Context: an optimization exercise on an open-source flow, tuned for small area and a short achievable clock period. The choices shown serve that exercise and are no tape-out recipe. The RTL was checked by simulation tests, not by an equivalence proof against the original design. Power and IR drop assume default switching activity.

`design/flow/design.v`:
```
module RegistroCargaIn #(parameter KA = 6)
(
	input  logic          clk,
	input  logic          rst,
	input  logic [15:0]   R_d,
	input  logic [15:0]   Y_d,
	input  logic [KA-1:0] rem_d,
	input  logic [3:0]    op_d,
	input  logic          zz_d,
	input  logic          bb_d,
	output logic [15:0]   R_q,
	output logic [15:0]   Y_q,
	output logic [KA-1:0] rem_q,
	output logic [3:0]    op_q,
	output logic          zz_q,
	output logic          bb_q
);
	always @ (posedge clk or posedge rst)
		if (rst) begin
			R_q <= 0;
			Y_q <= 0;
			rem_q <= 0;
			op_q <= 0;
			zz_q <= 0;
			bb_q <= 0;
		end
		else begin
			R_q <= R_d;
			Y_q <= Y_d;
			rem_q <= rem_d;
			op_q <= op_d;
			zz_q <= zz_d;
			bb_q <= bb_d;
		end
endmodule
module RegistroCargaOut
(
	input  logic        clk,
	input  logic        rst,
	input  logic [15:0] res_d,
	input  logic [6:0]  segD_d,
	output logic [15:0] res_q,
	output logic [6:0]  segD_q
);
	always @ (posedge clk or posedge rst)
		if (rst) begin
			res_q <= 0;
			segD_q <= 0;
		end
		else begin
			res_q <= res_d;
			segD_q <= segD_d;
		end
endmodule
module bin2bcd
(
	input  logic [7:0] bin,
	input  logic       on,
	output logic [6:0] segA,
	output logic [6:0] segB
);
	function automatic logic [3:0] add3(input logic [3:0] d);
		add3[3] = d[3] | d[2] & (d[1] | d[0]);
		add3[2] = d[2] & ~d[1] & ~d[0] | d[3] & d[0];
		add3[1] = ~d[2] & d[1] | d[1] & d[0] | d[3] & ~d[0];
		add3[0] = ~d[3] & ~d[2] & d[0] | d[2] & d[1] & ~d[0] | d[3] & ~d[0];
	endfunction
	function automatic logic [6:0] seg7(input logic [3:0] d);
		seg7[6] = ~d[3] & ~d[2] & ~d[1] & d[0] | d[2] & ~d[1] & ~d[0];
		seg7[5] = d[2] & (d[1] ^ d[0]);
		seg7[4] = ~d[2] & d[1] & ~d[0];
		seg7[3] = ~d[3] & ~d[2] & ~d[1] & d[0] | d[2] & ~d[1] & ~d[0] | d[2] & d[1] & d[0];
		seg7[2] = d[0] | d[2] & ~d[1];
		seg7[1] = ~d[3] & ~d[2] & (d[1] | d[0]) | d[2] & d[1] & d[0];
		seg7[0] = ~d[3] & ~d[2] & ~d[1] | d[2] & d[1] & d[0];
	endfunction
	logic [3:0] u1, u2, u3, u4, u5, t6, t7;
	always_comb begin
		u1 = add3({1'b0, bin[7:5]});
		u2 = add3({u1[2:0], bin[4]});
		u3 = add3({u2[2:0], bin[3]});
		u4 = add3({u3[2:0], bin[2]});
		u5 = add3({u4[2:0], bin[1]});
		t6 = add3({1'b0, u1[3], u2[3], u3[3]});
		t7 = add3({t6[2:0], u4[3]});
		segA = on ? seg7({u5[2:0], bin[0]}) : 7'b0000000;
		segB = on ? seg7({t7[2:0], u5[3]}) : 7'b0000000;
	end
endmodule
module pSub #(parameter J = 16, parameter SK = 0)
(
	input  logic [J-1:0] t,
	input  logic [J-1:0] x,
	output logic [J-1:0] d,
	output logic         bout
);
	logic [J-1:0] G, P, Gn, Pn, bin, g2, p2;
	always_comb begin
		G = ~t & x;      
		P = ~t | x;      
		for (int i = 0; i < J; i++) begin
			g2[i] = (i == 0) ? G[0] : G[i] | (P[i] & G[i-1]);
			p2[i] = (i == 0) ? P[0] : P[i] & P[i-1];
		end
		if (SK == 2) begin
			for (int i = 1; i < J; i += 2) begin
				if (i == 1) G[i] = G[i] | ((P[i] & ~t[0]) & x[0]);
				else        G[i] = G[i] | (P[i] & G[i-1]);
				P[i] = P[i] & P[i-1];
			end
			for (int l = 1; (1 << l) < J; l++) begin
				Gn = G;
				Pn = P;
				for (int i = 1; i < J; i += 2)
					if (i >= (1 << l) + 1) begin
						Gn[i] = G[i] | (P[i] & G[i - (1 << l)]);
						Pn[i] = P[i] & P[i - (1 << l)];
					end
				G = Gn;
				P = Pn;
			end
			for (int i = 2; i < J; i += 2) begin
				G[i] = g2[i] | (p2[i] & G[i-2]);
			end
		end
		else for (int l = 0; (1 << l) < J; l++) begin
			Gn = G;
			Pn = P;
			for (int i = 0; i < J; i++) begin
				if (SK == 0 && i >= (1 << l)) begin
					Gn[i] = G[i] | (P[i] & G[i - (1 << l)]);
					Pn[i] = P[i] & P[i - (1 << l)];
				end
				if (SK != 0 && ((i >> l) & 1)) begin
					Gn[i] = G[i] | (P[i] & G[((i >> l) << l) - 1]);
					Pn[i] = P[i] & P[((i >> l) << l) - 1];
				end
			end
			G = Gn;
			P = Pn;
		end
		bin  = {G[J-2:0], 1'b0};
		d    = (t ^ bin) ^ x;
		bout = G[J-1];
	end
endmodule
module divRow #(parameter J = 1, parameter SK = 2)
(
	input  logic [15:0] r,
	input  logic        b,
	input  logic [15:0] Y,
	output logic        q,
	output logic [15:0] ro
);
	logic [J-1:0] t, rn;
	logic [J:0]   d;
	logic         hz;
	generate
		if (J == 1) begin : g1
			assign t = b;
		end else begin : gn
			assign t = {r[J-2:0], b};
		end
		if (J == 16) begin : g16
			assign hz = 1'b1;
			assign ro = rn;
		end else begin : gl
			assign hz = ~|Y[15:J];
			assign ro = {{(16-J){1'b0}}, rn};
		end
		if (J == 1) begin : one
			assign d = {~t & Y[0], t ^ Y[0]};
		end else begin : sub
			pSub #(.J(J), .SK(SK)) s (.t(t), .x(Y[J-1:0]), .d(d[J-1:0]), .bout(d[J]));
		end
	endgenerate
	assign q  = hz & ~d[J];
	assign rn = q ? d[J-1:0] : t;
endmodule
module macRow #(parameter J = 9, parameter SK = 2)
(
	input  logic [15:0] r,
	input  logic        b,
	input  logic [15:0] Y,
	input  logic        m,
	output logic        q,
	output logic [15:0] ro,
	output logic        ov
);
	logic [J-1:0] t, x, rn;
	logic [J:0]   d;
	logic         hz;
	assign t = {r[J-2:0], b | m};
	assign x = Y[J-1:0] & {J{b | ~m}};
	pSub #(.J(J), .SK(SK)) s (.t(t), .x(x), .d(d[J-1:0]), .bout(d[J]));
	generate
		if (J == 16) begin : g16
			assign hz = 1'b1;
			assign ro = rn;
		end else begin : gl
			assign hz = ~|Y[15:J];
			assign ro = {{(16-J){1'b0}}, rn};
		end
	endgenerate
	assign q  = hz & ~d[J];
	assign rn = (m | q) ? d[J-1:0] : t;
	assign ov = m & (d[J] | b & ~hz);
endmodule
module aluFront #(parameter KA = 6)
(
	input  logic [15:0]   Z, Y,
	input  logic [3:0]    op,
	output logic [15:0]   R,
	output logic [15:0]   Yr,
	output logic [KA-1:0] rem,
	output logic          zz,
	output logic          bb
);
	logic [15:0]   rr [4:KA];
	logic [KA-1:0] qhi;
	logic          dm, mul, shl, shr, sw, big;
	logic [15:0]   zs, oh, msk, A;
	logic [7:0]    B;
	function automatic logic [7:0] div4(input logic [3:0] z, input logic [3:0] y);
		case ({z, y})
			8'h00: div4 = 8'hf0;
			8'h01: div4 = 8'h00;
			8'h02: div4 = 8'h00;
			8'h03: div4 = 8'h00;
			8'h04: div4 = 8'h00;
			8'h05: div4 = 8'h00;
			8'h06: div4 = 8'h00;
			8'h07: div4 = 8'h00;
			8'h08: div4 = 8'h00;
			8'h09: div4 = 8'h00;
			8'h0a: div4 = 8'h00;
			8'h0b: div4 = 8'h00;
			8'h0c: div4 = 8'h00;
			8'h0d: div4 = 8'h00;
			8'h0e: div4 = 8'h00;
			8'h0f: div4 = 8'h00;
			8'h10: div4 = 8'hf0;
			8'h11: div4 = 8'h10;
			8'h12: div4 = 8'h01;
			8'h13: div4 = 8'h01;
			8'h14: div4 = 8'h01;
			8'h15: div4 = 8'h01;
			8'h16: div4 = 8'h01;
			8'h17: div4 = 8'h01;
			8'h18: div4 = 8'h01;
			8'h19: div4 = 8'h01;
			8'h1a: div4 = 8'h01;
			8'h1b: div4 = 8'h01;
			8'h1c: div4 = 8'h01;
			8'h1d: div4 = 8'h01;
			8'h1e: div4 = 8'h01;
			8'h1f: div4 = 8'h01;
			8'h20: div4 = 8'hf0;
			8'h21: div4 = 8'h20;
			8'h22: div4 = 8'h10;
			8'h23: div4 = 8'h02;
			8'h24: div4 = 8'h02;
			8'h25: div4 = 8'h02;
			8'h26: div4 = 8'h02;
			8'h27: div4 = 8'h02;
			8'h28: div4 = 8'h02;
			8'h29: div4 = 8'h02;
			8'h2a: div4 = 8'h02;
			8'h2b: div4 = 8'h02;
			8'h2c: div4 = 8'h02;
			8'h2d: div4 = 8'h02;
			8'h2e: div4 = 8'h02;
			8'h2f: div4 = 8'h02;
			8'h30: div4 = 8'hf0;
			8'h31: div4 = 8'h30;
			8'h32: div4 = 8'h11;
			8'h33: div4 = 8'h10;
			8'h34: div4 = 8'h03;
			8'h35: div4 = 8'h03;
			8'h36: div4 = 8'h03;
			8'h37: div4 = 8'h03;
			8'h38: div4 = 8'h03;
			8'h39: div4 = 8'h03;
			8'h3a: div4 = 8'h03;
			8'h3b: div4 = 8'h03;
			8'h3c: div4 = 8'h03;
			8'h3d: div4 = 8'h03;
			8'h3e: div4 = 8'h03;
			8'h3f: div4 = 8'h03;
			8'h40: div4 = 8'hf0;
			8'h41: div4 = 8'h40;
			8'h42: div4 = 8'h20;
			8'h43: div4 = 8'h11;
			8'h44: div4 = 8'h10;
			8'h45: div4 = 8'h04;
			8'h46: div4 = 8'h04;
			8'h47: div4 = 8'h04;
			8'h48: div4 = 8'h04;
			8'h49: div4 = 8'h04;
			8'h4a: div4 = 8'h04;
			8'h4b: div4 = 8'h04;
			8'h4c: div4 = 8'h04;
			8'h4d: div4 = 8'h04;
			8'h4e: div4 = 8'h04;
			8'h4f: div4 = 8'h04;
			8'h50: div4 = 8'hf0;
			8'h51: div4 = 8'h50;
			8'h52: div4 = 8'h21;
			8'h53: div4 = 8'h12;
			8'h54: div4 = 8'h11;
			8'h55: div4 = 8'h10;
			8'h56: div4 = 8'h05;
			8'h57: div4 = 8'h05;
			8'h58: div4 = 8'h05;
			8'h59: div4 = 8'h05;
			8'h5a: div4 = 8'h05;
			8'h5b: div4 = 8'h05;
			8'h5c: div4 = 8'h05;
			8'h5d: div4 = 8'h05;
			8'h5e: div4 = 8'h05;
			8'h5f: div4 = 8'h05;
			8'h60: div4 = 8'hf0;
			8'h61: div4 = 8'h60;
			8'h62: div4 = 8'h30;
			8'h63: div4 = 8'h20;
			8'h64: div4 = 8'h12;
			8'h65: div4 = 8'h11;
			8'h66: div4 = 8'h10;
			8'h67: div4 = 8'h06;
			8'h68: div4 = 8'h06;
			8'h69: div4 = 8'h06;
			8'h6a: div4 = 8'h06;
			8'h6b: div4 = 8'h06;
			8'h6c: div4 = 8'h06;
			8'h6d: div4 = 8'h06;
			8'h6e: div4 = 8'h06;
			8'h6f: div4 = 8'h06;
			8'h70: div4 = 8'hf0;
			8'h71: div4 = 8'h70;
			8'h72: div4 = 8'h31;
			8'h73: div4 = 8'h21;
			8'h74: div4 = 8'h13;
			8'h75: div4 = 8'h12;
			8'h76: div4 = 8'h11;
			8'h77: div4 = 8'h10;
			8'h78: div4 = 8'h07;
			8'h79: div4 = 8'h07;
			8'h7a: div4 = 8'h07;
			8'h7b: div4 = 8'h07;
			8'h7c: div4 = 8'h07;
			8'h7d: div4 = 8'h07;
			8'h7e: div4 = 8'h07;
			8'h7f: div4 = 8'h07;
			8'h80: div4 = 8'hf0;
			8'h81: div4 = 8'h80;
			8'h82: div4 = 8'h40;
			8'h83: div4 = 8'h22;
			8'h84: div4 = 8'h20;
			8'h85: div4 = 8'h13;
			8'h86: div4 = 8'h12;
			8'h87: div4 = 8'h11;
			8'h88: div4 = 8'h10;
			8'h89: div4 = 8'h08;
			8'h8a: div4 = 8'h08;
			8'h8b: div4 = 8'h08;
			8'h8c: div4 = 8'h08;
			8'h8d: div4 = 8'h08;
			8'h8e: div4 = 8'h08;
			8'h8f: div4 = 8'h08;
			8'h90: div4 = 8'hf0;
			8'h91: div4 = 8'h90;
			8'h92: div4 = 8'h41;
			8'h93: div4 = 8'h30;
			8'h94: div4 = 8'h21;
			8'h95: div4 = 8'h14;
			8'h96: div4 = 8'h13;
			8'h97: div4 = 8'h12;
			8'h98: div4 = 8'h11;
			8'h99: div4 = 8'h10;
			8'h9a: div4 = 8'h09;
			8'h9b: div4 = 8'h09;
			8'h9c: div4 = 8'h09;
			8'h9d: div4 = 8'h09;
			8'h9e: div4 = 8'h09;
			8'h9f: div4 = 8'h09;
			8'ha0: div4 = 8'hf0;
			8'ha1: div4 = 8'ha0;
			8'ha2: div4 = 8'h50;
			8'ha3: div4 = 8'h31;
			8'ha4: div4 = 8'h22;
			8'ha5: div4 = 8'h20;
			8'ha6: div4 = 8'h14;
			8'ha7: div4 = 8'h13;
			8'ha8: div4 = 8'h12;
			8'ha9: div4 = 8'h11;
			8'haa: div4 = 8'h10;
			8'hab: div4 = 8'h0a;
			8'hac: div4 = 8'h0a;
			8'had: div4 = 8'h0a;
			8'hae: div4 = 8'h0a;
			8'haf: div4 = 8'h0a;
			8'hb0: div4 = 8'hf0;
			8'hb1: div4 = 8'hb0;
			8'hb2: div4 = 8'h51;
			8'hb3: div4 = 8'h32;
			8'hb4: div4 = 8'h23;
			8'hb5: div4 = 8'h21;
			8'hb6: div4 = 8'h15;
			8'hb7: div4 = 8'h14;
			8'hb8: div4 = 8'h13;
			8'hb9: div4 = 8'h12;
			8'hba: div4 = 8'h11;
			8'hbb: div4 = 8'h10;
			8'hbc: div4 = 8'h0b;
			8'hbd: div4 = 8'h0b;
			8'hbe: div4 = 8'h0b;
			8'hbf: div4 = 8'h0b;
			8'hc0: div4 = 8'hf0;
			8'hc1: div4 = 8'hc0;
			8'hc2: div4 = 8'h60;
			8'hc3: div4 = 8'h40;
			8'hc4: div4 = 8'h30;
			8'hc5: div4 = 8'h22;
			8'hc6: div4 = 8'h20;
			8'hc7: div4 = 8'h15;
			8'hc8: div4 = 8'h14;
			8'hc9: div4 = 8'h13;
			8'hca: div4 = 8'h12;
			8'hcb: div4 = 8'h11;
			8'hcc: div4 = 8'h10;
			8'hcd: div4 = 8'h0c;
			8'hce: div4 = 8'h0c;
			8'hcf: div4 = 8'h0c;
			8'hd0: div4 = 8'hf0;
			8'hd1: div4 = 8'hd0;
			8'hd2: div4 = 8'h61;
			8'hd3: div4 = 8'h41;
			8'hd4: div4 = 8'h31;
			8'hd5: div4 = 8'h23;
			8'hd6: div4 = 8'h21;
			8'hd7: div4 = 8'h16;
			8'hd8: div4 = 8'h15;
			8'hd9: div4 = 8'h14;
			8'hda: div4 = 8'h13;
			8'hdb: div4 = 8'h12;
			8'hdc: div4 = 8'h11;
			8'hdd: div4 = 8'h10;
			8'hde: div4 = 8'h0d;
			8'hdf: div4 = 8'h0d;
			8'he0: div4 = 8'hf0;
			8'he1: div4 = 8'he0;
			8'he2: div4 = 8'h70;
			8'he3: div4 = 8'h42;
			8'he4: div4 = 8'h32;
			8'he5: div4 = 8'h24;
			8'he6: div4 = 8'h22;
			8'he7: div4 = 8'h20;
			8'he8: div4 = 8'h16;
			8'he9: div4 = 8'h15;
			8'hea: div4 = 8'h14;
			8'heb: div4 = 8'h13;
			8'hec: div4 = 8'h12;
			8'hed: div4 = 8'h11;
			8'hee: div4 = 8'h10;
			8'hef: div4 = 8'h0e;
			8'hf0: div4 = 8'hf0;
			8'hf1: div4 = 8'hf0;
			8'hf2: div4 = 8'h71;
			8'hf3: div4 = 8'h50;
			8'hf4: div4 = 8'h33;
			8'hf5: div4 = 8'h30;
			8'hf6: div4 = 8'h23;
			8'hf7: div4 = 8'h21;
			8'hf8: div4 = 8'h17;
			8'hf9: div4 = 8'h16;
			8'hfa: div4 = 8'h15;
			8'hfb: div4 = 8'h14;
			8'hfc: div4 = 8'h13;
			8'hfd: div4 = 8'h12;
			8'hfe: div4 = 8'h11;
			8'hff: div4 = 8'h10;
			default: div4 = 8'h00;
		endcase
	endfunction
	logic [7:0] qr4;
	logic       small4;
	assign small4 = ~|Y[15:4];
	assign qr4    = div4(Z[15:12], Y[3:0]);
	assign qhi[KA-1:KA-4] = small4 ? qr4[7:4] : 4'd0;
	assign rr[4] = {12'd0, small4 ? qr4[3:0] : Z[15:12]};
	genvar g;
	generate
		for (g = 5; g <= KA; g++) begin : rows
			divRow #(.J(g)) row (.r(rr[g-1]), .b(Z[16-g]), .Y(Y), .q(qhi[KA-g]), .ro(rr[g]));
		end
	endgenerate
	always_comb begin
		dm  = (op == 4'b1111) | (op == 4'b1000);
		mul = (op == 4'b1110);
		shl = (op == 4'b0010);
		shr = (op == 4'b0001);
		rem = dm ? rr[KA][KA-1:0] : '0;
		for (int i = 0; i < 16; i++) zs[i] = shr ? Z[15-i] : Z[i];
		sw  = |Y[15:8];
		big = |Y[15:4];
		oh  = 16'd1 << Y[3:0];
		msk = 16'hFFFF >> Y[3:0];
		if (mul) begin
			A = sw ? Y : Z;
			B = sw ? Z[7:0] : Y[7:0];
		end else begin
			A = Y[3] ? oh : zs;
			B = big ? 8'd0 : (Y[3] ? zs[7:0] : oh[7:0]);
		end
		if (dm)                    R = {qhi, Z[15-KA:0]};
		else if (mul | shl | shr)  R = {8'd0, B};
		else                       R = Z;
		Yr = (mul | shl | shr) ? A : Y;
		if (shl | shr) zz = big | ((zs & msk) == 16'd0);
		else           zz = (Z == 16'd0) | (Y == 16'd0);
		bb = (|Z[15:8]) & sw;
	end
endmodule
module paramCalculator #(parameter KA = 6)
(
	input  logic [15:0]   R,
	input  logic [15:0]   Y,
	input  logic [KA-1:0] rem,
	input  logic [3:0]    op,
	input  logic          zz,
	input  logic          bb,
	output logic [15:0]   res,
	output logic [6:0]    segD
);
	logic [15:0]    rr [KA:16];
	logic [15-KA:0] qlo;
	logic [16:9]    ov;
	logic           mm;
	genvar g;
	assign mm = (op == 4'b1110) | (op == 4'b0010) | (op == 4'b0001);
	assign rr[KA] = {{(16-KA){1'b0}}, rem};
	generate
		for (g = KA + 1; g <= 8; g++) begin : rows
			divRow #(.J(g)) row (.r(rr[g-1]), .b(R[16-g]), .Y(Y), .q(qlo[16-g]), .ro(rr[g]));
		end
		for (g = 9; g <= 16; g++) begin : macs
			macRow #(.J(g)) row (.r(g == 9 ? rr[8] | {16{mm}} : rr[g-1]), .b(R[16-g]), .Y(Y), .m(mm),
				.q(qlo[16-g]), .ro(rr[g]), .ov(ov[g]));
		end
	endgenerate
	function automatic logic [16:0] radd(input logic [15:0] a, input logic [15:0] b, input logic ci);
		logic c;
		c = ci;
		for (int i = 0; i < 16; i++) begin
			radd[i] = a[i] ^ b[i] ^ c;
			c = (a[i] & b[i]) | (a[i] & c) | (b[i] & c);
		end
		radd[16] = c;
	endfunction
	function automatic logic gtr(input logic [15:0] a, input logic [15:0] b);
		logic c;
		c = 1'b0;
		for (int i = 0; i < 16; i++) c = (a[i] & ~b[i]) | (a[i] & c) | (~b[i] & c);
		gtr = c;
	endfunction
	logic        sub, gt, yz, ovf, fN, fZ, fC, fV;
	logic [16:0] s;
	logic [15:0] lg, acc;
	always_comb begin
		sub = op[0];
		gt  = gtr(R, Y);
		s   = radd(R, sub ? ~Y : Y, sub & gt);
		yz  = (Y == 16'd0);
		acc = ~rr[16];
		ovf = bb | (|ov);
		res = 16'd0;
		fN = 1'b0; fZ = 1'b0; fC = 1'b0; fV = 1'b0;
		lg = 16'd0;
		case (op)
			4'b1100: begin  
				if (s[16]) fC = 1'b1;
				else begin
					res = s[15:0];
					fZ = (s[15:0] == 16'd0);
				end
			end
			4'b1101: begin  
				if (gt) res = s[15:0];
				else begin
					res = ~s[15:0];
					fZ = (s[15:0] == 16'hFFFF);
					fN = ~fZ;
				end
			end
			4'b1110: begin  
				if (ovf) fC = 1'b1;
				else begin
					res = acc;
					fZ = zz;
				end
			end
			4'b1111: begin  
				if (yz) fV = 1'b1;
				else begin
					res = {R[15:16-KA], qlo};
					fZ = zz;
				end
			end
			4'b1000: begin  
				if (yz) fV = 1'b1;
				else begin
					res = rr[16];
					fZ = zz;
				end
			end
			4'b0010: begin  
				res = acc;
				fZ = zz;
			end
			4'b0001: begin  
				for (int i = 0; i < 16; i++) res[i] = acc[15-i];
				fZ = zz;
			end
			4'b1001, 4'b1010, 4'b1011: begin
				case (op[1:0])
					2'b01:   lg = R & Y;
					2'b10:   lg = R | Y;
					default: lg = R ^ Y;
				endcase
				res = lg;
				fZ = (lg == 16'd0);
			end
			default: ;
		endcase
		case ({fN, fZ, fC, fV})
			4'b1000: segD = 7'b1111110;
			4'b0100: segD = 7'b0010010;
			4'b0010: segD = 7'b1010101;
			4'b0001: segD = 7'b1000001;
			default: segD = 7'b1111111;
		endcase
	end
endmodule
module RegistroALU #(parameter N=16)
(
	clk, rst, Z_in, Y_in, mode_in, btn_change_in,
	segA_out, segB_out, segD_out, aritm_out_out
);
	localparam KA = 5;                
	input  logic clk;
	input  logic rst;
	input  logic [N-1:0] Z_in;
	input  logic [N-1:0] Y_in;
	input  logic [1:0] mode_in;
	input  logic [1:0] btn_change_in;
	output logic [6:0] segA_out;
	output logic [6:0] segB_out;
	output logic [6:0] segD_out;
	output logic [N-1:0] aritm_out_out;
	logic [15:0]   R_a, R_m, Y_a, Y_m;
	logic [KA-1:0] rem_a, rem_m;
	logic          zz_a, zz_m, bb_a, bb_m;
	logic [3:0]    op_m;
	logic [15:0]   res_b;
	logic [6:0]    segD_b;
	aluFront #(.KA(KA)) front (
		.Z(Z_in), .Y(Y_in), .op({btn_change_in, mode_in}),
		.R(R_a), .Yr(Y_a), .rem(rem_a), .zz(zz_a), .bb(bb_a));
	RegistroCargaIn #(.KA(KA)) registroIn (
		.clk(clk), .rst(rst),
		.R_d(R_a), .Y_d(Y_a), .rem_d(rem_a), .op_d({btn_change_in, mode_in}), .zz_d(zz_a), .bb_d(bb_a),
		.R_q(R_m), .Y_q(Y_m), .rem_q(rem_m), .op_q(op_m), .zz_q(zz_m), .bb_q(bb_m));
	paramCalculator #(.KA(KA)) alu (
		.R(R_m), .Y(Y_m), .rem(rem_m), .op(op_m), .zz(zz_m), .bb(bb_m),
		.res(res_b), .segD(segD_b));
	RegistroCargaOut registroOut (
		.clk(clk), .rst(rst), .res_d(res_b), .segD_d(segD_b),
		.res_q(aritm_out_out), .segD_q(segD_out));
	bin2bcd display (
		.bin(aritm_out_out[7:0]), .on(segD_out[6] | segD_out[4]),
		.segA(segA_out), .segB(segB_out));
endmodule
```
`design/flow/flow/run.sh`:
```
#!/bin/bash
# Standard layout, with repair_timing asked for more setup slack than the period needs.
set -euo pipefail
bash standard.sh SETUP_SLACK_MARGIN=40 RECOVER_POWER=100 finish > layout.log 2>&1
```
`design/flow/standard.sh`:
```
#!/bin/bash
# synth_recipe.tcl (not shown) runs the flow's synth.tcl, then flattens the netlist and writes it again
# the make line also repeats each setting of config.mk as NAME=value (left out here)
make -C /OpenROAD-flow-scripts/flow DESIGN_CONFIG=/design/flow/config.mk WORK_HOME=/design/flow/orfs CLKGATE_MAP_FILE= SYNTH_SCRIPT=/design/flow/synth_recipe.tcl "${@:-finish}"
```
`design/flow/config.mk`:
```
export PLATFORM = sky130hd
export DESIGN_NAME = RegistroALU
export DESIGN_NICKNAME = RegistroALU
export VERILOG_FILES = /design/flow/design.v
export SDC_FILE = /design/flow/constraint.sdc
export NUM_CORES = 4
export LEC_CHECK = 0
export ABC_AREA = 1
export CAP_MARGIN = 20
export CORE_MARGIN = 2
export CORE_UTILIZATION = 40
export SLEW_MARGIN = 20
```
`design/flow/constraint.sdc`:
```
create_clock -name core_clock -period 55.0 [get_ports {clk}]
set_input_delay 11.0000 -clock core_clock [delete_from_list [all_inputs] [get_ports {clk}]]
set_output_delay 11.0000 -clock core_clock [all_outputs]
set_load 0.01 [all_outputs]
```
==> results of run 1 <==
-- sequential cells by signal (all words and copies together) (netlist names) --
signal	cells
registroIn.R_q	16
registroIn.Y_q	16
registroOut.res_q	16
registroOut.segD_q	6
registroIn.rem_q	5
registroIn.op_q	4
registroIn.bb_q	1
registroIn.zz_q	1
-- worst paths after layout --
path	startpoint	end	slack [ns]	depth (start not counted)
max in group asynchronous	rst	registroIn.Y_q[1]$_DFF_PP0_	40.48	3
hold / removal	registroIn.zz_q$_DFF_PP0_	registroOut.segD_q[0]$_DFF_PP0_	0.77	4
setup / recovery	registroIn.Y_q[5]$_DFF_PP0_	registroOut.res_q[3]$_DFF_PP0_	37.06	114
setup reg to reg	registroIn.Y_q[5]$_DFF_PP0_	registroOut.res_q[3]$_DFF_PP0_	37.06	114
hold reg to reg	registroIn.zz_q$_DFF_PP0_	registroOut.segD_q[0]$_DFF_PP0_	0.77	4
min in group asynchronous	rst	registroOut.segD_q[1]$_DFF_PP0_	12.39	3
-- routing by layer --
layer / global-route usage / vias to the layer above / routed length, µm
met5: 0 / - / 0
met4: 0.0869 / 0 / 1950
met3: 0.0258 / 114 / 3310
met2: 0.455 / 611 / 27800
met1: 0.347 / 8849 / 26200
li1: - / 9636 / -
-- placed cells by master (no fill, tap or decap), drive strengths merged, types with 29 or more instances in the layout --
| master | n |
|---|---|
| nand3 | 264 |
| dlygate4sd3 | 39 |
| nand4 | 41 |
| o21ai | 207 |
| inv | 441 |
| clkdlybuf4s50 | 29 |
| xor2 | 51 |
| a21oi | 110 |
| nand2 | 969 |
| ha | 81 |
| buf | 54 |
| nor2 | 327 |
| xnor2 | 51 |
| dfrtp | 65 |
-- per-stage QoR --
stage          worst slack [ns]  power (µW)  instances  hold slack (ns)  area [µm²]
2_1_floorplan             41.27         488       2961            0.653       16700
3_3_place_gp              39.74         640       3498            0.719       17600
3_5_place_dp              39.77         643       3499            0.755       17700
4_1_cts                   40.04         714       3515            0.764       18000
5_1_grt                   35.29         787       3555            0.846       18400
6_report                  37.06         712       3555            0.772       18400
-- power by group --
part           total (µW)  internal [µW]  switching (µW)  leakage [µW]
clock                67.8           44.8            23.0      0.000168
sequential           66.2           55.5            10.7      0.000780
combinational         578            208             371       0.00885
-- cell families after synthesis --
| kind of cell | synth area share |
|---|---|
| flip-flops | 0.0972 |
| adder cells (fa/ha/maj) | 0.0797 |
| multiplexers | 0.000598 |
| AO/OA/AOI/OAI | 0.170 |
| AND/OR/NAND/NOR | 0.456 |
| buffers and inverters | 0.142 |
| XOR/XNOR | 0.0538 |
-- final cells by class --
class	count	area [µm²]
fillers	4474	22700
multi-input cells	2350	12800
inverters	460	1810
flip-flops and latches	65	1630
repair buffers	131	1160
well taps	532	666
clock buffers	9	225
clock inverters	7	126
repair inverters	1	5.00
-- worst register-to-register path: cells and delay by family (launching register included) --
kind                   cells  cell delay, ns
AND/OR/NAND/NOR           97           13.21
AO/OA/AOI/OAI              7            1.31
flip-flops                 1            0.53
buffers and inverters     10            2.77
-- repair_timing --
item                                   4_1_cts  5_1_grt
resized for setup                            0       85
setup endpoints to repair                    0       40
buffers inserted                             0       37
endpoints found under the hold margin        0        0
==> reports/qor.yml, run 1 <==
outcome: "complete, but fails checks"
failed_checks: "max-capacitance violations, max-slew violations"
grt_antenna_before_repair: 0
peakVddDrop_uv: 58.0
fp.dieH_um: 209
grt_overflow: 0
synth_nets: 3096
cts.sinks: 65
slew_viol_final: 66
grt_pass1_vias: 18000
wirelength_mm: 59.2
dpl.hpwl_mm: 46.6
die-area_um2: 43500
cp_max_fo: 22
via_count: 19200
drtIter0Drc: 1405
htree_levels: 3
wl_per_cell_um: 16.7
finalCritPeriodShare: 0.326
syn-cell-area_um2: 16700
end_kind: "register"
synth_top_area_frac: 0.191
yosysSeqAreaShare: 0.0972
cts_buffers: 9
grt_max_degree: 72
cap_violations: 1
synth_edf_count: 0
layout_min_cycle_time_ns: 17.94
fin_util: 0.447
rsz0062_at_grt: "true"
fmax_mhz: 55.8
p_per_area_nw_per_um2: 38.7
crit_top_cell: "nand2_1"
worst_ep_arrival_time_ns: 18.16
setup_viol: 0
min-delay-path-class: "reg -> reg"
synthFlopType: "dfrtp_1"
hold_violations: 0
criticalPathCategory: "reg -> reg"
vias_per_cell: 5.40
synth_top_cells_by_count: "nand2_1, inv_1, nor2_1"
diodes: 0
cts_root_buffer: "clkbuf_16"
tightestPinTransition_ns: 3.33
cp_num_buf_inv: 10
yosys.cell_types.count: 74
numPortBuffers: 74
place.gp.congestion: 0.943
path_delay_family: "simple AND/OR/NAND/NOR gates"
synthesis.instances: 2961
synth.avg_cell_area_um2: 5.65
setup_tns_ns: 0
grt_pass1_wl_mm: 94.0
remaining_drc_errors: 0
clock_latency_ns: 0.34
ys_warn_count: 21
rows: 74
start_util: 0.407
first_pass_iters: 6
drive_above_1_share: 0.110
synth-async-reset-ratio: 1.00
area_growth_pct: 9.92
slowest_delay_ns: 0.88
ys_seq_elements: 65
path_clk_slew_ns: 0.06
skew_ns: 0.00616
critPathSlowestCell: "clkinvlp_2"
yosysTopAreaCell: "nand2_1"
core_area_um2: 41100
cts_tree: "yes"
leakagePower_uw: 0.00980
synth_area_leaders: "nand2_1, dfrtp_1, inv_1"
clockBufferDepth: 2
io_pins: 75
grt_use_total: 0.265
yosysMostFrequentCell: "nand2_1"
nets: 3153
worstSetupStartpointType: "register"
die_w_um: 209
hold_buffers: 0
slew_headroom: -1.22
postRouteAntennaNets: 0
crit_required_ns: 55.22
==> run 2: changes to the inputs <==
==> design/flow/flow/run.sh (replaced) <==
#!/bin/bash
# Standard layout, with repair_timing asked for more setup slack than the period needs.
set -euo pipefail
bash standard.sh SETUP_SLACK_MARGIN=41 finish > layout.log 2>&1
==> reports/qor.yml, run 2 <==
outcome: "no timing/DRC/antenna violations"
cts_tree: "yes"
cp_num_buf_inv: 5
hold_violations: 0
first_pass_iters: 6
via_count: 20200
fin_ws_ns: 40.80
syn-cell-area_um2: 16700
synth_nets: 3096
slew_headroom: 0.278
synth-compound-area-share: 0.170
rows: 74
yosysSeqAreaShare: 0.0972
synth_area_leaders: "nand2_1, dfrtp_1, inv_1"
critPathLaunch: "registroOut.res_q[5]$_DFF_PP0_"
area_growth_pct: 24.8
grt_pass1_vias: 18400
grt_overflow: 0
drive_above_1_share: 0.234
synthesis.instances: 2961
dp.cells: 3499
synthFlopType: "dfrtp_1"
cp_max_fo: 3
worst_ep_arrival_time_ns: 3.20
synthMuxAreaShare: 0.000598
hold_depth: 4
cts_root_buffer: "clkbuf_16"
end_kind: "primary output"
dp_worst_setup_slack_ns: 39.77
synth_top_cells_by_count: "nand2_1, inv_1, nor2_1"
grt_antenna_before_repair: 0
layout_commonest_cell: "nand2_1"
path_delay_family: "simple AND/OR/NAND/NOR gates"
nets: 3281
leakagePower_uw: 0.0108
p_per_area_nw_per_um2: 42.3
finalPower_uw: 882
peakVddDrop_uv: 66.1
yosys.area_share.xor_xnor: 0.0538
synthAdderAreaFrac: 0.0797
die_w_um: 209
crit_required_ns: 44.00
remaining_drc_errors: 0
synth.avg_cell_area_um2: 5.65
grt_pass1_wl_mm: 95.9
critPathSlowestCell: "dfrtp_2"
die-area_um2: 43500
rr_worst_depth: 112
synth_simple_gate_area_frac: 0.456
r2r_start: "registroIn.Y_q[0]$_DFF_PP0_"
synth_top_area_frac: 0.191
finalCritPeriodShare: 0.258
drtIter0Drc: 1502
top_regs: "registroIn.R_q x16, registroIn.Y_q x16, registroOut.res_q x16"
min-delay-path-class: "reg -> reg"
yosys.cell_types.count: 74
worstSetupStartpointType: "register"
grt_use_total: 0.271
crit_cells: 17
skew_ns: 0.00700
cts.sinks: 65
diodes: 0
path_clk_slew_ns: 0.06
layout_min_cycle_time_ns: 14.20
fmax_mhz: 70.4
min_from: "registroIn.zz_q$_DFF_PP0_"
postRouteAntennaNets: 0
final_cell_mix: "nand2_1, inv_1, nor2_1"
dpl.hpwl_mm: 46.6
slew_viol_final: 0
tightestPinTransition_ns: 1.08
cts_buffers: 9
rsz0062_at_grt: "true"
vias_per_cell: 5.49
start_util: 0.407
io_pins: 75
cp_cell_sequence: "inv_2 -> nor2_4 -> nor3_2 -> nand2_1 -> o21ai_4 -> nor2_2 -> a221o_1 -> nor2_2 -> inv_1 -> o22ai_2 -> inv_2 -> or2_4 -> nand3_4 -> buf_4 -> nand4_1 -> o21ai_1 -> buf_2"
synth_edf_count: 0
yosysTopAreaCell: "nand2_1"
grt_max_degree: 72
htree_levels: 3
setup_tns_ns: 0
wl_per_cell_um: 17.3
criticalPathCategory: "reg -> out"
synth_top_family_by_area: "simple AND/OR/NAND/NOR gates"
slowest_delay_ns: 0.45
yosysMostFrequentCell: "nand2_1"
synth-async-reset-ratio: 1.00
clockBufferDepth: 2
core_area_um2: 41100
ys_seq_elements: 65
place.gp.congestion: 0.943
numPortBuffers: 74
clock_latency_ns: 0.34
ys_warn_count: 21
wirelength_mm: 63.9
setup_viol: 0
fp.dieH_um: 209
finalNonFillerCells: 3683
cap_violations: 0
==> run 2: cell counts after synthesis <==
Identical to the previous run, type by type.
==> run 2: worst paths after layout <==
path | to | slack (ns)
min reg2reg | registroOut.segD_q[4]$_DFF_PP0_ | 0.77
max reg2reg | registroOut.res_q[8]$_DFF_PP0_ | 41.68
min | registroOut.segD_q[4]$_DFF_PP0_ | 0.77
min in group asynchronous | registroOut.segD_q[1]$_DFF_PP0_ | 11.21
max | segA_out[0] | 40.80
max in group asynchronous | registroIn.Y_q[1]$_DFF_PP0_ | 43.22
==> run 2: layer usage <==
metal / vias to the layer above / GRT usage / routed length [µm]
li1: 9927 / - / -
met3: 163 / 0.0275 / 3830
met2: 721 / 0.466 / 30600
met5: - / 0 / 0
met1: 9405 / 0.350 / 26900
met4: 0 / 0.0970 / 2530
==> run 2: through the flow <==
stage	hold slack (ns)	cell area [µm²]	util
6_report	0.770	20900	0.508
5_1_grt	0.843	20900	0.508
4_1_cts	0.765	18600	0.452
3_5_place_dp	0.755	17700	0.430
3_3_place_gp	0.719	17600	0.429
2_1_floorplan	0.653	16700	-
==> run 2: area by class of cell <==
cell class / instances / area [µm²]
Fill cell: 4202 / 20200
Multi-Input combinational cell: 2362 / 14200
Timing Repair Buffer: 247 / 2160
Inverter: 460 / 1840
Sequential cell: 65 / 1640
Tap cell: 532 / 666
Clock buffer: 9 / 225
Clock inverter: 7 / 126
Timing Repair inverter: 1 / 5.00
==> run 2: worst reg2reg max path, delay by kind of cell (launching register included) <==
kind	cells	cell delay (ns)
flip-flops	1	0.37
AND/OR/NAND/NOR	84	8.70
AO/OA/AOI/OAI	13	2.05
buffers and inverters	15	2.09
==> run 2: kinds of logic after synthesis <==
family,count (synthesis)
adder cells (fa/ha/maj),97
multiplexers,1
XOR/XNOR,102
AND/OR/NAND/NOR,1682
buffers and inverters,548
flip-flops,65
AO/OA/AOI/OAI,466
==> run 2: what timing repair did <==
action                                  CTS  global route
cloned                                    2            15
hold buffers                              0             0
setup buffers                            38           113
gates resized for setup                 164           345
pin swaps                                24            87
endpoints found under the setup margin   44            42
==> run 2: report_power, final <==
part / leakage [µW] / total (µW) / internal (µW) / switching [µW]
Combinational: 0.00988 / 746 / 290 / 456
Clock: 0.000168 / 67.6 / 44.8 / 22.8
Sequential: 0.000771 / 68.6 / 55.7 / 12.9
==> run 3: changes to the inputs <==
==> design/flow/flow/run.sh (replaced) <==
#!/bin/bash
# Standard layout, with repair_timing asked for more setup slack than the period needs.
set -euo pipefail
bash standard.sh SETUP_SLACK_MARGIN=40 finish > layout.log 2>&1
--- a/design/flow/config.mk
+++ b/design/flow/config.mk
@@ -10,3 +10,3 @@
 export CORE_MARGIN = 2
-export CORE_UTILIZATION = 40
+export CORE_UTILIZATION = 60
 export SLEW_MARGIN = 20
==> reports/qor.yml, run 3 <==
syn-cell-area_um2: 16700
critPathLaunch: "registroOut.res_q[7]$_DFF_PP0_"
multi_input_area_um2: 13000
grt_pass1_wl_mm: 87.2
layout_min_cycle_time_ns: 14.72
hold_violations: 0
fmax_mhz: 67.9
cts_root_buffer: "clkbuf_16"
synth_top_area_frac: 0.191
area_growth_pct: 9.15
grt_overflow: 0
worstSetupStartpointType: "register"
yosysTopAreaCell: "nand2_1"
cp_max_fo: 4
finalCritPeriodShare: 0.268
wl_per_cell_um: 16.6
rsz0062_at_grt: "false"
cap_violations: 0
grt_pass1_vias: 17400
via_count: 19700
min_from: "registroIn.bb_q$_DFF_PP0_"
rows: 61
crit_required_ns: 44.00
leakagePower_uw: 0.00977
cts_tree: "yes"
synth-async-reset-ratio: 1.00
core_area_um2: 27600
min-delay-path-class: "reg -> reg"
synthesis.instances: 2961
seq_area_um2: 1630
htree_levels: 3
path_clk_slew_ns: 0.06
end_kind: "primary output"
worst_ep_arrival_time_ns: 3.72
slew_headroom: 0.240
fin_ws_ns: 40.28
yosys.cell_types.count: 74
p_per_area_nw_per_um2: 40.2
yosysSeqAreaShare: 0.0972
dpl.hpwl_mm: 43.6
setup_tns_ns: 0
synthFlopType: "dfrtp_1"
die_w_um: 171
grt_max_degree: 73
final_cell_mix: "nand2_1, inv_1, nor2_1"
criticalPathCategory: "reg -> out"
cts_buffers: 9
clock_latency_ns: 0.34
fp.dieH_um: 171
r2r_start: "registroIn.Y_q[3]$_DFF_PP0_"
top_regs: "registroIn.R_q x16, registroIn.Y_q x16, registroOut.res_q x16"
tightestPinTransition_ns: 1.13
setup_viol: 0
drive_above_1_share: 0.112
drtIter0Drc: 1886
synth.avg_cell_area_um2: 5.65
synth_nets: 3096
ys_seq_elements: 65
outcome: "no timing/DRC/antenna violations"
synth_edf_count: 0
vias_per_cell: 5.83
layout_commonest_cell: "nand2_1"
dp_worst_setup_slack_ns: 39.63
yosysMostFrequentCell: "nand2_1"
numPortBuffers: 74
wirelength_mm: 56.3
synth_area_leaders: "nand2_1, dfrtp_1, inv_1"
grt_antenna_before_repair: 1
start_util: 0.606
peakVddDrop_uv: 48.1
skew_ns: 0.00913
fillers: 2673
ys_warn_count: 21
first_pass_iters: 8
remaining_drc_errors: 0
synth_top_cells_by_count: "nand2_1, inv_1, nor2_1"
clockBufferDepth: 2
io_pins: 75
slew_viol_final: 0
die-area_um2: 29200
postRouteAntennaNets: 0
hold_buffers: 0
r2r_setup_slack_ns: 41.33
cts.sinks: 65
nets: 3136
place.gp.congestion: 0.998
grt_use_total: 0.370
[run 3: changes by cell type in the layout (fill, tap and decap cells not counted), moves of 16 or more]
cell,delta
buf_4,-114
clkdlybuf4s50_1,+16
inv_1,+23
inv_2,-19
nand2_1,+88
nand2_2,-71
nand2_4,-20
nand3_1,+51
nand3_2,-41
nor2_1,+27
nor2_2,-19
[run 3: logic make-up after synthesis]
family	count (synthesis)	share of synthesized area
compound gates	466	0.170
xor+xnor	102	0.0538
fa+ha+maj	97	0.0797
buf+inv	548	0.142
flops	65	0.0972
mux	1	0.000598
simple gates	1682	0.456
[run 3: worst max-delay path: stages, from the launching register on]
cell and delay, ns:
dfrtp_1 0.41, inv_1 0.09, nor2_2 0.04, inv_1 0.08, nor2_1 0.04, inv_1 0.12
nor2_1 0.05, inv_1 0.07, o211ai_1 0.19, a221o_1 0.43, nor2_2 0.13, inv_1 0.05
o22ai_1 0.11, inv_1 0.10, or2_2 0.29, nand3_1 0.13, inv_1 0.09, ha_1 0.18
nor2_1 0.09, nand2_1 0.06, nand2_1 0.06, clkdlybuf4s50_1 0.54
[run 3: final timing paths]
kind,end,depth (start not counted)
setup / recovery,segA_out[1],21
hold / removal,registroOut.segD_q[6]$_DFF_PP0_,6
setup reg to reg,registroOut.res_q[11]$_DFF_PP0_,109
max in group asynchronous,registroIn.Y_q[3]$_DFF_PP0_,3
hold reg to reg,registroOut.segD_q[6]$_DFF_PP0_,6
min in group asynchronous,registroOut.segD_q[0]$_DFF_PP0_,3
[run 3: area by class of cell]
cell class | count | area share
Antenna cell | 1 | 0.000137
Sequential cell | 65 | 0.0893
Clock inverter | 6 | 0.00493
Clock buffer | 10 | 0.0131
Tap cell | 378 | 0.0259
Inverter | 460 | 0.0980
Timing Repair Buffer | 114 | 0.0592
Timing Repair inverter | 1 | 0.000274
Multi-Input combinational cell | 2350 | 0.709
[run 3: what timing repair did]
item,4_1_cts,5_1_grt
resized for setup,1,84
gates cloned,0,3
setup buffers,0,22
pin swaps,0,6
setup endpoints to repair,3,40
[run 3: per-layer routing]
layer,global-route usage,share of wire,vias to the layer above
li1,-,-,9628
met1,0.472,0.42,8920
met2,0.604,0.45,981
met3,0.0650,0.087,201
met4,0.181,0.047,0
met5,0,0,-
[run 3: where the power goes]
group,internal [µW],switching [µW],leakage (µW)
combinational,225,380,0.00883
sequential,55.5,10.4,0.000779
clock,41.0,21.8,0.000159
[run 3: through the flow]
step | util | area [µm²] | std cells | total power (µW) | hold WS, ns
5_1_grt | 0.661 | 18300 | 3384 | 798 | 0.830
4_1_cts | 0.643 | 17800 | 3359 | 700 | 0.735
3_5_place_dp | 0.631 | 17400 | 3343 | 636 | 0.722
3_3_place_gp | 0.631 | 17400 | 3343 | 625 | 0.719
2_1_floorplan | - | 16700 | 2961 | 488 | 0.653
6_report | 0.661 | 18300 | 3385 | 734 | 0.735
==> run 4: changes to the inputs <==
--- a/design/flow/config.mk
+++ b/design/flow/config.mk
@@ -10,3 +10,3 @@
 export CORE_MARGIN = 2
-export CORE_UTILIZATION = 60
+export CORE_UTILIZATION = 40
 export SLEW_MARGIN = 20
==> reports/qor.yml, run 4 <==
setup_viol: 0
cts_tree: "yes"
htree_levels: 3
vias_per_cell: 5.40
synth_nets: 3096
synth_top_area_frac: 0.191
dpl.hpwl_mm: 46.6
die-area_um2: 43500
dp.cells: 3499
place.gp.congestion: 0.943
postRouteAntennaNets: 0
synth.avg_cell_area_um2: 5.65
nets: 3153
cts_root_buffer: "clkbuf_16"
grt_use_total: 0.265
crit_required_ns: 44.00
cts_buffers: 9
syn-cell-area_um2: 16700
tightestPinTransition_ns: 1.11
die_w_um: 209
holdWs_ns: 0.770
min-delay-path-class: "reg -> reg"
grt_pass1_vias: 18000
synth_area_leaders: "nand2_1, dfrtp_1, inv_1"
drtIter0Drc: 1408
grt_overflow: 0
finalNonFillerCells: 3555
yosysSeqAreaShare: 0.0972
setup_tns_ns: 0
grt_use_met1: 0.347
grtUsageMet3: 0.0258
yosysTopAreaCell: "nand2_1"
synthesis.instances: 2961
worstSetupStartpointType: "register"
synth_top_cells_by_count: "nand2_1, inv_1, nor2_1"
drive_above_1_share: 0.117
outcome: "no timing/DRC/antenna violations"
via_count: 19200
cap_violations: 0
end_kind: "primary output"
layout_commonest_cell: "nand2_1"
core_area_um2: 41100
rsz0062_at_grt: "true"
skew_ns: 0.00607
clockBufferDepth: 2
grt_max_degree: 72
hold_violations: 0
grt_antenna_before_repair: 0
peakVddDrop_uv: 64.6
grtUsageMet2: 0.455
wl_per_cell_um: 16.6
layout_min_cycle_time_ns: 14.75
rows: 74
synth-async-reset-ratio: 1.00
criticalPathCategory: "reg -> out"
slew_headroom: 0.255
finalCritPeriodShare: 0.268
yosys.cell_types.count: 74
leakagePower_uw: 0.00989
path_clk_slew_ns: 0.06
diodes: 0
p_per_area_nw_per_um2: 39.3
grt_pass1_wl_mm: 94.0
fmax_mhz: 67.8
fp.dieH_um: 209
io_pins: 75
yosysMostFrequentCell: "nand2_1"
gr-max-usage-layer: "met2"
remaining_drc_errors: 0
start_util: 0.407
final_cell_mix: "nand2_1, inv_1, nor2_1"
first_pass_iters: 6
hold_buffers: 0
synthFlopType: "dfrtp_1"
finalPower_uw: 731
worst_ep_arrival_time_ns: 3.75
cts.sinks: 65
area_growth_pct: 11.2
ys_seq_elements: 65
numPortBuffers: 74
cp_max_fo: 4
top_regs: "registroIn.R_q x16, registroIn.Y_q x16, registroOut.res_q x16"
slew_viol_final: 0
wirelength_mm: 59.1
synth_edf_count: 0
clock_latency_ns: 0.34
ys_warn_count: 21
[run 4: cell counts after synthesis]
No cell type changed its count.
[run 4: kinds of logic (layout without fill, tap and decap cells)]
| logic type | Yosys count | in the layout | synth area share |
|---|---|---|---|
| flip-flops | 65 | 65 | 0.0972 |
| buffers and inverters | 548 | 608 | 0.142 |
| multiplexers | 1 | 1 | 0.000598 |
| AO/OA/AOI/OAI | 466 | 466 | 0.170 |
| XOR/XNOR | 102 | 102 | 0.0538 |
| AND/OR/NAND/NOR | 1682 | 1684 | 0.456 |
| adder cells (fa/ha/maj) | 97 | 97 | 0.0797 |
[run 4: metrics by stage]
| step | instance area (µm²) | utilization | worst slack (ns) |
|---|---|---|---|
| 2_1_floorplan | 16700 | - | 41.27 |
| 3_3_place_gp | 17600 | 0.429 | 39.74 |
| 3_5_place_dp | 17700 | 0.430 | 39.77 |
| 4_1_cts | 18000 | 0.438 | 40.04 |
| 5_1_grt | 18600 | 0.453 | 39.90 |
| 6_report | 18600 | 0.453 | 40.25 |
[run 4: final cells by class]
class / instances / area [µm²]
multi-input cells: 2350 / 12900
well taps: 532 / 666
fillers: 4438 / 22500
clock buffers: 9 / 225
flip-flops and latches: 65 / 1630
repair inverters: 1 / 5.00
repair buffers: 131 / 1220
clock inverters: 7 / 126
inverters: 460 / 1820
[run 4: worst paths after layout]
path	from	cells past startpoint	endpoint	slack, ns
min	registroIn.zz_q$_DFF_PP0_	4	registroOut.segD_q[4]$_DFF_PP0_	0.77
min in group asynchronous	rst	3	registroOut.segD_q[1]$_DFF_PP0_	11.22
max reg2reg	registroIn.Y_q[5]$_DFF_PP0_	112	registroOut.res_q[4]$_DFF_PP0_	41.42
max in group asynchronous	rst	3	registroIn.Y_q[1]$_DFF_PP0_	43.22
min reg2reg	registroIn.zz_q$_DFF_PP0_	4	registroOut.segD_q[4]$_DFF_PP0_	0.77
max	registroOut.res_q[7]$_DFF_PP0_	21	segA_out[3]	40.25
[run 4: layer usage]
layer | routed length, µm | up-vias
met5 | 0 | -
met3 | 3050 | 114
met4 | 1980 | 0
met2 | 27700 | 599
met1 | 26300 | 8848
li1 | - | 9651
[run 4: timing repair]
| item | 4_1_cts | 5_1_grt |
|---|---|---|
| resized for setup | 0 | 85 |
| hold endpoints to repair | 0 | 0 |
| setup buffers | 0 | 37 |
| endpoints found under the setup margin | 0 | 40 |
[run 4: worst max-delay path, stage by stage (launching register included)]
cell             delay, ns
dfrtp_1               0.39
inv_1                 0.07
nor2_1                0.12
inv_1                 0.09
nor2_1                0.09
inv_1                 0.08
nor2_1                0.10
inv_1                 0.06
o21ai_0               0.12
nor2_1                0.11
a221o_1               0.36
nor2_1                0.13
inv_1                 0.06
o22ai_1               0.11
inv_1                 0.10
or2_2                 0.29
nand2_1               0.10
inv_1                 0.07
o21ai_2               0.16
nand2_1               0.08
o21ai_0               0.15
clkdlybuf4s50_1       0.56
[run 4: report_power, final]
part / leakage [µW] / switching [µW] / internal (µW)
registers: 0.000779 / 10.9 / 55.6
clock network: 0.000168 / 22.9 / 44.8
logic: 0.00895 / 376 / 222
==> run 5: changes to the inputs <==
--- a/design/flow/design.v
+++ b/design/flow/design.v
@@ -193,3 +193,3 @@
 	assign t = {r[J-2:0], b | m};
-	assign x = Y[J-1:0] & {J{b | ~m}};
+	assign x = Y[J-1:0];
 	pSub #(.J(J), .SK(SK)) s (.t(t), .x(x), .d(d[J-1:0]), .bout(d[J]));
@@ -205,4 +205,4 @@
 	assign q  = hz & ~d[J];
-	assign rn = (m | q) ? d[J-1:0] : t;
-	assign ov = m & (d[J] | b & ~hz);
+	assign rn = (m ? b : q) ? d[J-1:0] : t;
+	assign ov = m & b & (d[J] | ~hz);
 endmodule
--- a/design/flow/config.mk
+++ b/design/flow/config.mk
@@ -10,3 +10,3 @@
 export CORE_MARGIN = 2
-export CORE_UTILIZATION = 40
+export CORE_UTILIZATION = 60
 export SLEW_MARGIN = 20
==> reports/qor.yml, run 5 <==
outcome: "no timing/DRC/antenna violations"
synth-async-reset-ratio: 1.00
place.gp.congestion: 1.01
synth_top_cells_by_count: "nand2_1, inv_1, nand3_1"
wl_per_cell_um: 18.0
setup_tns_ns: 0
yosysTopAreaCell: "nand2_1"
cts_root_buffer: "clkbuf_16"
hold_depth: 5
syn-cell-area_um2: 17500
vias_per_cell: 5.92
setup_viol: 0
grt_antenna_before_repair: 0
synthesis.instances: 2833
fmax_mhz: 68.0
synthFlopType: "dfrtp_1"
leakagePower_uw: 0.00981
wirelength_mm: 59.1
cts.sinks: 65
via_count: 19400
peakVddDrop_uv: 28.1
core_area_um2: 28700
nets: 3029
drtIter0Drc: 2171
cap_violations: 0
path_clk_slew_ns: 0.06
ys_seq_elements: 65
rows: 62
fin_ws_ns: 40.29
final_cell_mix: "nand2_1, inv_1, nand3_1"
remaining_drc_errors: 0
fp.dieH_um: 175
p_per_area_nw_per_um2: 33.8
cts_tree: "yes"
r2r_setup_slack_ns: 41.03
start_util: 0.609
holdWs_ns: 0.873
die_w_um: 175
slew_viol_final: 0
yosysSeqAreaShare: 0.0931
rr_worst_depth: 114
min-delay-path-class: "reg -> reg"
yosys.cell_types.count: 81
yosysMostFrequentCell: "nand2_1"
clock_latency_ns: 0.35
slew_headroom: 0.263
skew_ns: 0.00595
hold_buffers: 0
synth_area_leaders: "nand2_1, dfrtp_1, inv_1"
synth_edf_count: 0
htree_levels: 3
grt_pass1_vias: 17900
end_kind: "primary output"
first_pass_iters: 7
synth.avg_cell_area_um2: 6.17
synth_nets: 2968
dp_worst_setup_slack_ns: 39.48
io_pins: 75
grt_max_degree: 66
die-area_um2: 30500
numPortBuffers: 74
layout_min_cycle_time_ns: 14.71
dpl.hpwl_mm: 45.3
postRouteAntennaNets: 0
synth_top_area_frac: 0.146
top_regs: "registroIn.R_q x16, registroIn.Y_q x16, registroOut.res_q x16"
rsz0062_at_grt: "false"
criticalPathCategory: "reg -> out"
ys_warn_count: 21
grt_use_total: 0.375
cts_buffers: 9
worst_ep_arrival_time_ns: 3.71
grt_pass1_wl_mm: 92.2
finalCritPeriodShare: 0.267
hold_violations: 0
grt_overflow: 0
diodes: 0
worstSetupStartpointType: "register"
drive_above_1_share: 0.200
clockBufferDepth: 2
tightestPinTransition_ns: 1.10
layout_commonest_cell: "nand2_1"
cp_max_fo: 4
crit_required_ns: 44.00
area_growth_pct: 8.97
## run 5: cell types whose count changed after synthesis, moves of 12 or more
cell     change
xnor2_1     -12
o21ai_0     -12
nand3_2     +28
nand2_2     +72
inv_1       -67
nor2_1      -95
nand2_1    -172
a21oi_1     +39
o21ai_1     -21
nand2_4     +59
## run 5: cell families after synthesis
logic type                 synth area share
AOI/OAI and AO/OA                     0.169
buffers and inverters                 0.142
xor gates and xnor gates             0.0511
adders and majority gates            0.0763
DFF                                  0.0931
and+or+nand+nor                       0.468
## run 5: final timing paths
check	from	endpoint
worst min register to register	registroIn.zz_q$_DFF_PP0_	registroOut.segD_q[0]$_DFF_PP0_
worst min-delay path	registroIn.zz_q$_DFF_PP0_	registroOut.segD_q[0]$_DFF_PP0_
min in group asynchronous	rst	registroOut.segD_q[6]$_DFF_PP0_
worst max-delay path	registroOut.res_q[7]$_DFF_PP0_	segB_out[3]
max in group asynchronous	rst	registroIn.Y_q[3]$_DFF_PP0_
worst max register to register	registroIn.Y_q[14]$_DFF_PP0_	registroOut.res_q[5]$_DFF_PP0_
## run 5: cell type report
type	instances	area, µm²
Tap cell	384	480
Fill cell	2681	9660
Sequential cell	65	1640
Clock inverter	5	78.8
Clock buffer	11	243
Multi-Input combinational cell	2271	13700
Timing Repair Buffer	131	1190
Inverter	416	1710
## run 5: timing repair
action,4_1_cts,5_1_grt
setup buffers,0,34
setup endpoints to repair,28,39
pin swaps,0,10
gates cloned,0,10
gates resized for setup,4,71
## run 5: worst max-delay path, stage by stage, from the launching register on
cell and delay, ns:
dfrtp_1 0.41, inv_1 0.10, nor2_2 0.05, inv_1 0.09, nor2_1 0.05, inv_1 0.10, nand2_1 0.06, o211ai_1 0.46
a221o_1 0.29, nor2_2 0.05, o21ai_1 0.24, nor2_1 0.07, inv_1 0.09, nor2_1 0.04, inv_1 0.06, nand3_1 0.10
inv_1 0.13, a21oi_1 0.09, a21o_1 0.18, o21ai_0 0.13, clkdlybuf4s50_1 0.55
## run 5: per-layer routing
layer  vias up  routed length [µm]  GRT usage
met2       980               27300      0.628
met1      8902               23500      0.471
met4         0                2940      0.182
met3       213                5370     0.0546
li1       9343                   -          -
met5         -                   0          0
## run 5: power breakdown
part | total (µW) | switching (µW) | internal (µW)
sequential | 62.1 | 8.13 | 54.0
combinational | 518 | 327 | 191
clock | 63.3 | 22.4 | 40.8
total | 643 | 358 | 285
## run 5: per-stage QoR
| step | util | power, µW | cell area, µm² | std cells |
|---|---|---|---|---|
| floorplan | - | 438 | 17500 | 2833 |
| global placement | 0.629 | 542 | 18000 | 3223 |
| detailed placement | 0.629 | 551 | 18000 | 3223 |
| CTS | 0.640 | 616 | 18400 | 3239 |
| global route | 0.663 | 697 | 19000 | 3283 |
| finish | 0.663 | 643 | 19000 | 3283 |
==> run 6: changes to the inputs <==
==> design/flow/flow/run.sh (replaced) <==
#!/bin/bash
# The standard layout with two changes: the synthesized netlist's combinational
# cells go back to x1 before the floorplan (downsize.tcl), and timing repair is
# asked for MARGIN ns of setup slack at the design's period, so that it sizes
# and buffers the real critical paths. Each tool's output goes to a log here.
set -euo pipefail
MARGIN=40
bash standard.sh synth > synth.log 2>&1
RESULTS=orfs/results/sky130hd/RegistroALU/base openroad -no_init -exit flow/downsize.tcl > downsize.log 2>&1
bash standard.sh SETUP_SLACK_MARGIN=$MARGIN finish > layout.log 2>&1
==> design/flow/flow/downsize.tcl (new file) <==
# Sets every combinational cell of the synthesized netlist to the lowest drive
# strength of its kind (x1), undoing the sizing that synthesis did for a timing
# view that does not know the design's input and output delays. The layout's
# own timing repair then sizes up what the real critical paths need.
# Flip-flops are left as synthesis made them.
set results $::env(RESULTS)
read_db $results/1_synth.odb
set db [ord::get_db]
set block [ord::get_db_block]
set n 0
foreach inst [$block getInsts] {
  set name [[$inst getMaster] getName]
  if {![regexp {^(sky130_fd_sc_hd__[a-z0-9]+)_([0-9]+)$} $name -> base drive]} { continue }
  if {[regexp {df|dl|sdf|edf|conb|tap|fill|decap|clkbuf|clkinv|lpflow|probe} $base]} { continue }
  if {$drive <= 1} { continue }
  set m [$db findMaster ${base}_1]
  if {$m == "NULL"} { continue }
  $inst swapMaster $m
  incr n
}
puts "downsized $n cells"
write_db $results/1_synth.odb
==> reports/qor.yml, run 6 <==
outcome: "no timing/DRC/antenna violations"
place.gp.congestion: 1.00
min-delay-path-class: "reg -> reg"
critPathSlowestCell: "clkdlybuf4s50_1"
core_area_um2: 25200
diodes: 0
io_pins: 75
vias_per_cell: 6.12
cts_root_buffer: "clkbuf_16"
peakVddDrop_uv: 56.9
hold_violations: 0
p_per_area_nw_per_um2: 33.0
skew_ns: 0.00873
cp_max_fo: 4
clock_latency_ns: 0.33
grt_max_degree: 66
dpl.hpwl_mm: 42.3
slowest_delay_ns: 0.55
wl_per_cell_um: 17.7
worstSetupStartpointType: "register"
netSwitchingPower_uw: 318
clockBufferDepth: 2
nets: 3065
first_pass_iters: 9
area_growth_pct: 14.9
ys_warn_count: 21
slew_viol_final: 0
drive_above_1_share: 0.0828
synth_nets: 2968
cap_violations: 0
setup_tns_ns: 0
comb_power_share: 0.797
die_w_um: 164
wirelength_mm: 57.8
synthesis.instances: 2833
syn-cell-area_um2: 15300
postRouteAntennaNets: 0
grt_pass1_wl_mm: 87.3
crit_top_cell: "inv_1"
cts_tree: "yes"
synth.avg_cell_area_um2: 5.42
end_kind: "primary output"
leakagePower_uw: 0.00933
grt_pass1_vias: 17500
tightestPinTransition_ns: 1.02
remaining_drc_errors: 0
numPortBuffers: 74
die-area_um2: 26900
grt_overflow: 0
cts_buffers: 9
htree_levels: 3
worst_ep_arrival_time_ns: 3.63
layout_commonest_cell: "nand2_1"
rows: 58
p_int_uw: 263
final_cell_mix: "nand2_1, inv_1, nand3_1"
cts.sinks: 65
finalCritPeriodShare: 0.266
cp_cell_sequence: "inv_1 -> nor2_1 -> inv_1 -> nor2_1 -> inv_1 -> o21ai_1 -> nor2_1 -> a221o_1 -> nor2_2 -> inv_1 -> o22ai_1 -> inv_1 -> or2_1 -> nand3_1 -> inv_1 -> ha_1 -> nand2_1 -> nor2_1 -> clkdlybuf4s50_1"
holdWs_ns: 0.869
grt_antenna_before_repair: 1
top_regs: "registroIn.R_q x16, registroIn.Y_q x16, registroOut.res_q x16"
seqPwrFrac: 0.105
start_util: 0.609
crit_required_ns: 44.00
drtIter0Drc: 2795
path_clk_slew_ns: 0.05
fp.dieH_um: 164
via_count: 20000
fin_util: 0.700
layout_min_cycle_time_ns: 14.63
power_frac_clock: 0.098
fmax_mhz: 68.3
switching_share: 0.547
rsz0062_at_grt: "false"
grt_use_total: 0.406
criticalPathCategory: "reg -> out"
slew_headroom: 0.315
setup_viol: 0
## run 6: critical path: cells and delay by family, from the launching register on
family	cells	cell delay, ns
AO/OA/AOI/OAI	3	0.70
buffers and inverters	7	1.02
AND/OR/NAND/NOR	8	0.92
adder cells (fa/ha/maj)	1	0.28
flip-flops	1	0.37
## run 6: what timing repair did
item / CTS / global route
hold endpoints to repair: 0 / 0
gates resized for setup: 50 / 121
endpoints found under the setup margin: 22 / 36
setup buffers: 7 / 56
gates cloned: 5 / 8
hold buffers: 0 / 0
pin swaps: 6 / 28
## run 6: per-stage QoR
step                total power (µW)  std cells  area, µm²  setup WS [ns]
floorplan                        361       2833      15300          40.27
global placement                 472       3173      16100          36.49
detailed placement               479       3173      16100          35.44
CTS                              543       3200      16700          40.00
global route                     633       3264      17600          39.68
finish                           582       3264      17600          40.37
## run 6: layer usage
metal	vias up	global-route usage	wire length (µm)
met5	-	0	19
met4	2	0.196	3250
met3	283	0.0864	7510
met2	1380	0.647	25100
met1	8886	0.522	21900
li1	9411	-	-
## run 6: path summary, 6_finish.rpt
check	from	to	slack, ns	depth (start not counted)
setup / recovery	registroOut.res_q[7]$_DFF_PP0_	segA_out[5]	40.37	19
hold / removal	registroIn.op_q[2]$_DFF_PP0_	registroOut.res_q[5]$_DFF_PP0_	0.87	5
setup reg to reg	registroIn.Y_q[7]$_DFF_PP0_	registroOut.res_q[6]$_DFF_PP0_	40.82	117
hold reg to reg	registroIn.op_q[2]$_DFF_PP0_	registroOut.res_q[5]$_DFF_PP0_	0.87	5
max in group asynchronous	rst	registroIn.Y_q[6]$_DFF_PP0_	43.16	3
min in group asynchronous	rst	registroOut.segD_q[6]$_DFF_PP0_	11.22	3
## run 6: cell type report
| class | count | area, µm² |
|---|---|---|
| fill | 2335 | 7550 |
| timing repair buffer | 164 | 1450 |
| clock inverter | 3 | 40.0 |
| tap | 330 | 413 |
| clock buffer | 12 | 256 |
| multi-input combinational | 2274 | 12200 |
| sequential | 65 | 1640 |
| inverter | 416 | 1620 |
## run 6: power groups by stage
stage / sequential [µW] / clock (µW) / combinational (µW)
floorplan: 61.4 / 0 / 300
global placement: 61.9 / 0 / 411
detailed placement: 62.1 / 0 / 417
CTS: 61.3 / 57.4 / 424
global route: 61.6 / 59.9 / 511
finish: 60.9 / 57.1 / 463

-- static timing again, ports no longer ideal --
How much do the figures lean on ideal ports? The routed layouts below were timed once more, with nothing changed but the port constraints.
Step 1, drivers: a clkbuf_16 drives clk and a buf_2 each remaining input, both assumed.
Step 2 also shifts input and output timing later by t, the mid clock arrival at the registers, as if the neighbouring blocks saw the same clock.
Slacks: ideal / step 1 / step 2; pairs: ideal / step 1.
run | shift t [ns] | slack for setup (ns) | hold slack, ns | worst register clock-pin slew, ns | worst data-port slew with drivers (ns)
run 1 | 0.383 | 37.064 / 37.064 / 37.064 | 0.772 / 0.772 / 0.772 | 0.06 / 0.06 | 0.04
run 2 | 0.385 | 40.800 / 40.751 / 40.811 | 0.770 / 0.770 / 0.770 | 0.06 / 0.06 | 0.04
run 3 | 0.377 | 40.280 / 40.238 / 39.950 | 0.735 / 0.735 / 0.735 | 0.06 / 0.06 | 0.04
run 4 | 0.383 | 40.253 / 40.207 / 40.054 | 0.770 / 0.770 / 0.770 | 0.06 / 0.06 | 0.04
run 5 | 0.392 | 40.292 / 40.244 / 40.040 | 0.873 / 0.873 / 0.873 | 0.06 / 0.06 | 0.04
run 6 | 0.374 | 40.365 / 40.321 / 40.100 | 0.869 / 0.869 / 0.869 | 0.06 / 0.06 | 0.04
For run 3, which loses most, drivers alone change the setup slack by -0.042 ns; drivers and shift together by -0.330 ns.
